Context: an optimization exercise on an open-source flow, tuned for small area. The choices shown serve that exercise and are no tape-out recipe.
The RTL was checked by simulation tests, not by an equivalence proof against the original design.
The clock input has no modelled driver; a real chip could not lean on it and would need a root buffer or a full tree.
Power is estimated from default activity; no workload was simulated.

==> run a: inputs <==
==> flow/design.v (excerpt) <==
module VBEncoder(input CLK,
            input rst,
			input [7:0] INT4,input [7:0] INT3, input [7:0] INT2, input [7:0] INT1,
            input START,
            output READY,
			output [7:0] STREAM);
==> module VBEncoder, before the edit <==
module VBEncoder(input CLK,
            input rst,
			input [7:0] INT4,input [7:0] INT3, input [7:0] INT2, input [7:0] INT1,
            input START,
            output READY,
			output [7:0] STREAM);
wire [31:0] v = {INT4, INT3, INT2, INT1};
wire [6:0] g4 = {3'b000, v[31:28]};
wire [6:0] g3 = v[27:21];
wire [6:0] g2 = v[20:14];
wire [6:0] g1 = v[13:7];
wire [6:0] g0 = v[6:0];
reg [2:0] c;
reg [6:0] data;
wire idle  =  c[2] & ~c[1] & ~c[0];
wire load  = ~c[1] &  c[0];
wire sent4 = ~c[2] & ~c[1];
wire sent3 = ~c[2] &  c[1] & ~c[0];
wire sent2 = ~c[2] &  c[0];
wire sent1 =  c[2] &  c[1] &  c[0];
wire sent0 =  c[2] &  c[1] & ~c[0];
wire lr = load & ~rst;
wire t3 = lr & ~|g4;
wire t2 = t3 & ~|g3;
wire t1 = t2 & ~|g2;
wire t0 = t1 & ~|g1;
wire s4 = lr;
wire s3 = ~rst & sent4 | t3;
wire s2 = ~rst & sent3 | t2;
wire s1 = ~rst & sent2 | t1;
wire s0 = ~rst & sent1 | t0;
wire [2:0] n;
assign n[2] = s0 | s1 | rst | c[2] & ~c[0];
assign n[1] = s0 | s1 | s2 | s3;
assign n[0] = (s1 | s2) & ~s0 | idle & START & ~rst;
always @(posedge CLK) begin
	c <= n;
	data <= ({7{s4}} & g4) | ({7{s3}} & g3) | ({7{s2}} & g2) | ({7{s1}} & g1) | ({7{s0}} & g0);
end
assign READY = idle;
assign STREAM = {sent0, data};
endmodule
Settings: LEC_CHECK=0, CAP_MARGIN=20, CORE_AREA=3 3 65 65, CTS_BUF_LIST=sky130_fd_sc_hd__clkbuf_2, DIE_AREA=0 0 68 68, SLEW_MARGIN=20; clock period 8.0 ns.
standard.sh (not shown) runs the stock make flow with config.mk's settings and CLKGATE_MAP_FILE= SYNTH_SCRIPT=/design/flow/synth_recipe.tcl, a recipe that flattens the netlist after the stock synthesis.
==> flow/flow/run.sh <==
#!/bin/bash
# Layout flow: the standard ORFS layout with these changes:
#  - synthesis: the standard synthesis script, except that the ABC call that
#    maps the combinational logic tries the area scripts in flow/abc/ and keeps
#    the smallest result (area_synth.tcl). The flip-flops must come out exactly
#    as in the standard synthesis (names and cells); if not, the standard
#    netlist is used.
#  - the port buffers are buf_1 rather than the cell buffer_ports picks.
#  - the clock tree is a single buffer (post_cts.tcl, run after CTS).
set -euo pipefail
HERE=$(pwd)
RES=$HERE/orfs/results/$FLOW_PLATFORM/VBEncoder/base
bash standard.sh synth > make_synth_standard.log 2>&1
cp $RES/1_2_yosys.v $HERE/yosys_standard.v
rm -f $RES/1_*
mkdir -p $HERE/area_synth
AREA_SYNTH_DIR=$HERE/flow/abc AREA_SYNTH_OUT=$HERE/area_synth \
  bash standard.sh SYNTH_SCRIPT=$HERE/flow/area_synth.tcl synth > make_synth_area.log 2>&1
flops() { grep -oE 'sky130_fd_sc_hd__[a-z]*df[a-z0-9_]* +[^ ]+' "$1" | sort; }
if ! diff <(flops $HERE/yosys_standard.v) <(flops $RES/1_2_yosys.v) > flops_diff.log; then
  echo "flip-flops differ from the standard synthesis; using the standard netlist" | tee -a flops_diff.log
  rm -f $RES/1_*
  bash standard.sh synth > make_synth_standard2.log 2>&1
fi
flops $RES/1_2_yosys.v > flops.log
ONE_CLKBUF=sky130_fd_sc_hd__clkbuf_4 bash standard.sh 'BUFFER_PORTS_ARGS=-buffer_cell sky130_fd_sc_hd__buf_1' "POST_CTS_TCL=$HERE/flow/post_cts.tcl" finish > make_finish.log 2>&1
Other scripts of this flow, unchanged in this note and not shown: flow/flow/abc/a.abc, flow/flow/abc/b.abc, flow/flow/abc/c.abc, flow/flow/abc/d.abc, flow/flow/abc/e.abc, flow/flow/area_synth.tcl, flow/flow/post_cts.tcl
==> run b: changes against run a <==
--- a/flow/design.v
+++ b/flow/design.v
@@ -15,9 +15,9 @@
 reg [6:0] data;
-wire idle  =  c[2] & ~c[1] & ~c[0];
-wire load  = ~c[1] &  c[0];
-wire sent4 = ~c[2] & ~c[1];
-wire sent3 = ~c[2] &  c[1] & ~c[0];
-wire sent2 = ~c[2] &  c[0];
-wire sent1 =  c[2] &  c[1] &  c[0];
-wire sent0 =  c[2] &  c[1] & ~c[0];
+wire idle  = ~c[1] & ~c[0];
+wire load  = ~c[2] & ~c[1] &  c[0];
+wire sent4 = ~c[2] &  c[1] & ~c[0];
+wire sent3 =  c[2] & ~c[0];
+wire sent2 =  c[2] &  c[1] &  c[0];
+wire sent1 =  c[2] & ~c[1];
+wire sent0 = ~c[2] &  c[1] &  c[0];
 wire lr = load & ~rst;
@@ -32,6 +32,4 @@
 wire s0 = ~rst & sent1 | t0;
-wire [2:0] n;
-assign n[2] = s0 | s1 | rst | c[2] & ~c[0];
-assign n[1] = s0 | s1 | s2 | s3;
-assign n[0] = (s1 | s2) & ~s0 | idle & START & ~rst;
+wire [2:0] n = rst ? 3'b000 : s0 ? 3'b011 : s1 ? 3'b101 : s2 ? 3'b111 : s3 ? 3'b110 :
+               s4 ? 3'b010 : (idle & START) ? 3'b001 : 3'b000;
 always @(posedge CLK) begin
--- a/flow/flow/run.sh
+++ b/flow/flow/run.sh
@@ -7,2 +7,4 @@
 #    netlist is used.
+#  - a peephole rewrite of the synthesized netlist (peephole.py), kept only
+#    if Yosys proves it equivalent to the netlist before it.
 #  - the port buffers are buf_1 rather than the cell buffer_ports picks.
@@ -25,2 +27,14 @@
 flops $RES/1_2_yosys.v > flops.log
+cp $RES/1_2_yosys.v $HERE/yosys_area.v
+sed 's/^module '$FLOW_TOP'(/module gold(/' $HERE/yosys_area.v > $HERE/peep_gold.v
+cp $HERE/yosys_area.v $HERE/peep.v
+python3 $HERE/flow/peephole.py $HERE/peep.v > peephole.log 2>&1 || cp $HERE/yosys_area.v $HERE/peep.v
+sed -i 's/^module '$FLOW_TOP'(/module gate(/' $HERE/peep.v
+if LIB=$FLOW_HOME/platforms/$FLOW_PLATFORM/lib/sky130_fd_sc_hd__tt_025C_1v80.lib GOLD=$HERE/peep_gold.v GATE=$HERE/peep.v \
+     yosys -c $HERE/flow/equiv.ys.tcl >> peephole.log 2>&1; then
+  sed 's/^module gate(/module '$FLOW_TOP'(/' $HERE/peep.v > $RES/1_2_yosys.v
+  echo "peephole kept" >> peephole.log
+else
+  echo "peephole not proven; netlist left as synthesized" >> peephole.log
+fi
 ONE_CLKBUF=sky130_fd_sc_hd__clkbuf_4 bash standard.sh 'BUFFER_PORTS_ARGS=-buffer_cell sky130_fd_sc_hd__buf_1' "POST_CTS_TCL=$HERE/flow/post_cts.tcl" finish > make_finish.log 2>&1
==> flow/flow/equiv.ys.tcl (new file) <==
# Prove the peephole's netlist equivalent to the one before it.
yosys read_liberty -ignore_miss_func $::env(LIB)
yosys read_verilog $::env(GOLD)
yosys read_verilog $::env(GATE)
yosys hierarchy -check
yosys flatten gold gate
yosys proc
yosys opt_clean
yosys equiv_make gold gate eq
yosys hierarchy -top eq
yosys equiv_simple -seq 2
yosys equiv_induct
yosys equiv_status -assert
==> flow/flow/peephole.py (new file) <==
#!/usr/bin/env python3
"""Area peephole on the synthesized netlist (write_verilog -noattr form).

nand3(nand2(a, b), nand2(c, d), x) -> nand2(a22oi(a, b, c, d), x)
when the two nand2 outputs feed nothing else. Same function:
~(~(ab) & ~(cd) & x) = ~(~(ab | cd) & x). a22oi + nand2 is 11.26 um2 against
12.51 um2 for nand2 + nand2 + nand3. Flip-flops are not touched.
usage: peephole.py netlist.v (rewritten in place)"""
import re, sys

path = sys.argv[1]
src = open(path).read()
P = 'sky130_fd_sc_hd__'
inst_re = re.compile(r'  (' + P + r'\w+) (\\\S+ |\S+) \((.*?)\);\n', re.S)
pin_re = re.compile(r'\.(\w+)\(([^()]*?(?:\([^()]*\))?[^()]*?)\)')

insts = []
for m in inst_re.finditer(src):
    pins = {p: n.strip() for p, n in pin_re.findall(m.group(3))}
    insts.append({'cell': m.group(1), 'name': m.group(2), 'pins': pins, 'span': m.span()})

def outpin(cell):
    return 'X' if re.search(r'__(buf|clkbuf|and|or|a\d+o|o\d+a|mux2_|dly|xor|xnor|maj|a2bb2o|o2bb2a|ha|fa)', cell) and not re.search(r'__(nand|nor|a\d+oi|o\d+ai|xnor2)', cell) else 'Y'

# count every appearance of a net name in the whole text outside instance output pins
def uses(net):
    pat = re.compile(r'(?<![\w\\$])' + re.escape(net) + (r'(?![\w\[])' if not net.startswith('\\') else ''))
    return len(pat.findall(src))

drv = {}
for it in insts:
    for p, n in it['pins'].items():
        if p in ('Y', 'X', 'Q'):
            drv[n] = it

done = []
used = set()
k = 0
for it in insts:
    if it['cell'] != P + 'nand3_1' or it['name'] in used:
        continue
    ins = [it['pins'][p] for p in ('A', 'B', 'C')]
    n2 = [n for n in ins if n in drv and drv[n]['cell'] == P + 'nand2_1' and drv[n]['name'] not in used]
    if len(n2) < 2:
        continue
    a, b = n2[0], n2[1]
    x = [n for n in ins if n not in (a, b)]
    if len(x) != 1:
        continue
    # each nand2 output: declared as wire, used once as driver and once here
    # (write_verilog lists "wire n;" once), so 3 appearances in all
    if uses(a) != 3 or uses(b) != 3:
        continue
    da, db = drv[a], drv[b]
    used.update([it['name'], da['name'], db['name']])
    done.append((it, da, db, x[0], k))
    k += 1

if not done:
    print('peephole: nothing to do'); sys.exit(0)

drop = set()
for it, da, db, x, k in done:
    drop.update([id(it), id(da), id(db)])
out = []
pos = 0
for it in insts:
    s, e = it['span']
    out.append(src[pos:s])
    if id(it) in drop:
        for jt, da, db, x, k in done:
            if jt is it:
                t = f'_peep{k}_'
                out.append(f'  {P}a22oi_1 _peep{k}a_ (\n    .A1({da["pins"]["A"]}),\n    .A2({da["pins"]["B"]}),\n'
                           f'    .B1({db["pins"]["A"]}),\n    .B2({db["pins"]["B"]}),\n    .Y({t})\n  );\n')
                out.append(f'  {P}nand2_1 _peep{k}b_ (\n    .A({t}),\n    .B({x}),\n    .Y({it["pins"]["Y"]})\n  );\n')
    else:
        out.append(src[s:e])
    pos = e
out.append(src[pos:])
res = ''.join(out)
# declare the new wires after the module header's first wire declaration
decl = ''.join(f'  wire _peep{k}_;\n' for *_, k in done)
i = res.index('  wire ')
res = res[:i] + decl + res[i:]
# drop the declarations of the removed nets
for it, da, db, x, k in done:
    for n in (da['pins']['Y'], db['pins']['Y']):
        res = res.replace(f'  wire {n};\n', '', 1)
open(path, 'w').write(res)
print(f'peephole: rewrote {len(done)} nand3 trees')
Settings changed: CAP_MARGIN 20 to 0, PLACE_DENSITY set to 0.8, SLEW_MARGIN 20 to 0.
==> summary.txt <==
Timing
  – FMAX: 0.262 GHz
  – Slew @ Worst Pin: 1.10 ns
  – Worst setup slack after layout: 4.18 ns

Global routing
  – First-pass GRT wire length: 3040 um
  – Vias in the first global route: 678

Placed design
  – Placed wire-length estimate: 1810 um
  – RePlAce Congestion: 0.835

Outcome
  – Outcome: no timing/DRC/antenna violations

Final layout
  – Commonest non-fill, non-tap cells in the layout: 43 x buf_1, 12 x nand2_1, 10 x dfxtp_1, 7 x a222oi_1, 6 x nor3_1

Power and ir drop
  – Seq pwr share: 47.9%
  – Switching pwr: 0.0589 mW
  – Clock group share of total power: 12.1%

Worst setup path
  – Cell at the slowest stage of the critical path: nor4b_1
[end of results for run b]
==> summary.txt <==
Clock tree
  – Clock-pin slew on the worst setup and hold paths: 0.10 ns

Timing
  – Slew @ Worst Pin: 0.996 ns
  – Worst setup slack after layout: 4.70 ns
  – FMAX: 0.303 GHz

Placed design
  – RePlAce Congestion: 0.783
  – Placed wire-length estimate: 1710 um

Power and ir drop
  – Switching pwr: 0.0321 mW
  – Seq pwr share: 55.4%
  – Clock group share of total power: 17.8%

Final layout
  – Reg area: 200 sq um

Synthesis
  – Post-Synthesis Cell Area: 502 sq um

Worst setup path
  – Cell at the slowest stage of the critical path: o22ai_1

Floorplanning
  – Top Ports: 44

Outcome
  – Outcome: no timing/DRC/antenna violations

Global routing
  – Vias in the first global route: 686
[end of results for run a]

-- static timing again, ports no longer ideal --
The flow's constraints put no driver on any port. The routed layouts listed below were extracted and timed again, unchanged, in two steps.
Step 1, drivers: a clkbuf_16 drives CLK and a buf_2 each remaining input, both assumed.
Step 2 adds t to the input delays and takes it off the output delays; t is the mean of the earliest and latest rising clock arrival at the registers after step 1. Input paths then give back, and output paths get back, about the clock's delay inside the block.
Three values: ideal, step 1, step 2; two values: the first two.
| run | t, ns | slack for setup (ns) | worst hold slack (ns) | worst setup path at the end | worst register clock-pin slew, ns |
|---|---|---|---|---|---|
| run a | 0.185 | 4.698 / 4.698 / 4.512 | 0.618 / 0.618 / 0.618 | input to register | 0.10 / 0.10 |
| run b | 0.183 | 4.185 / 4.181 / 3.998 | 0.723 / 0.723 / 0.723 | input to register | 0.11 / 0.11 |
After both steps setup and hold are still met in every run listed. The setup slack of run b, which loses most, moves by -0.004 ns with the drivers and by -0.187 ns with both steps.
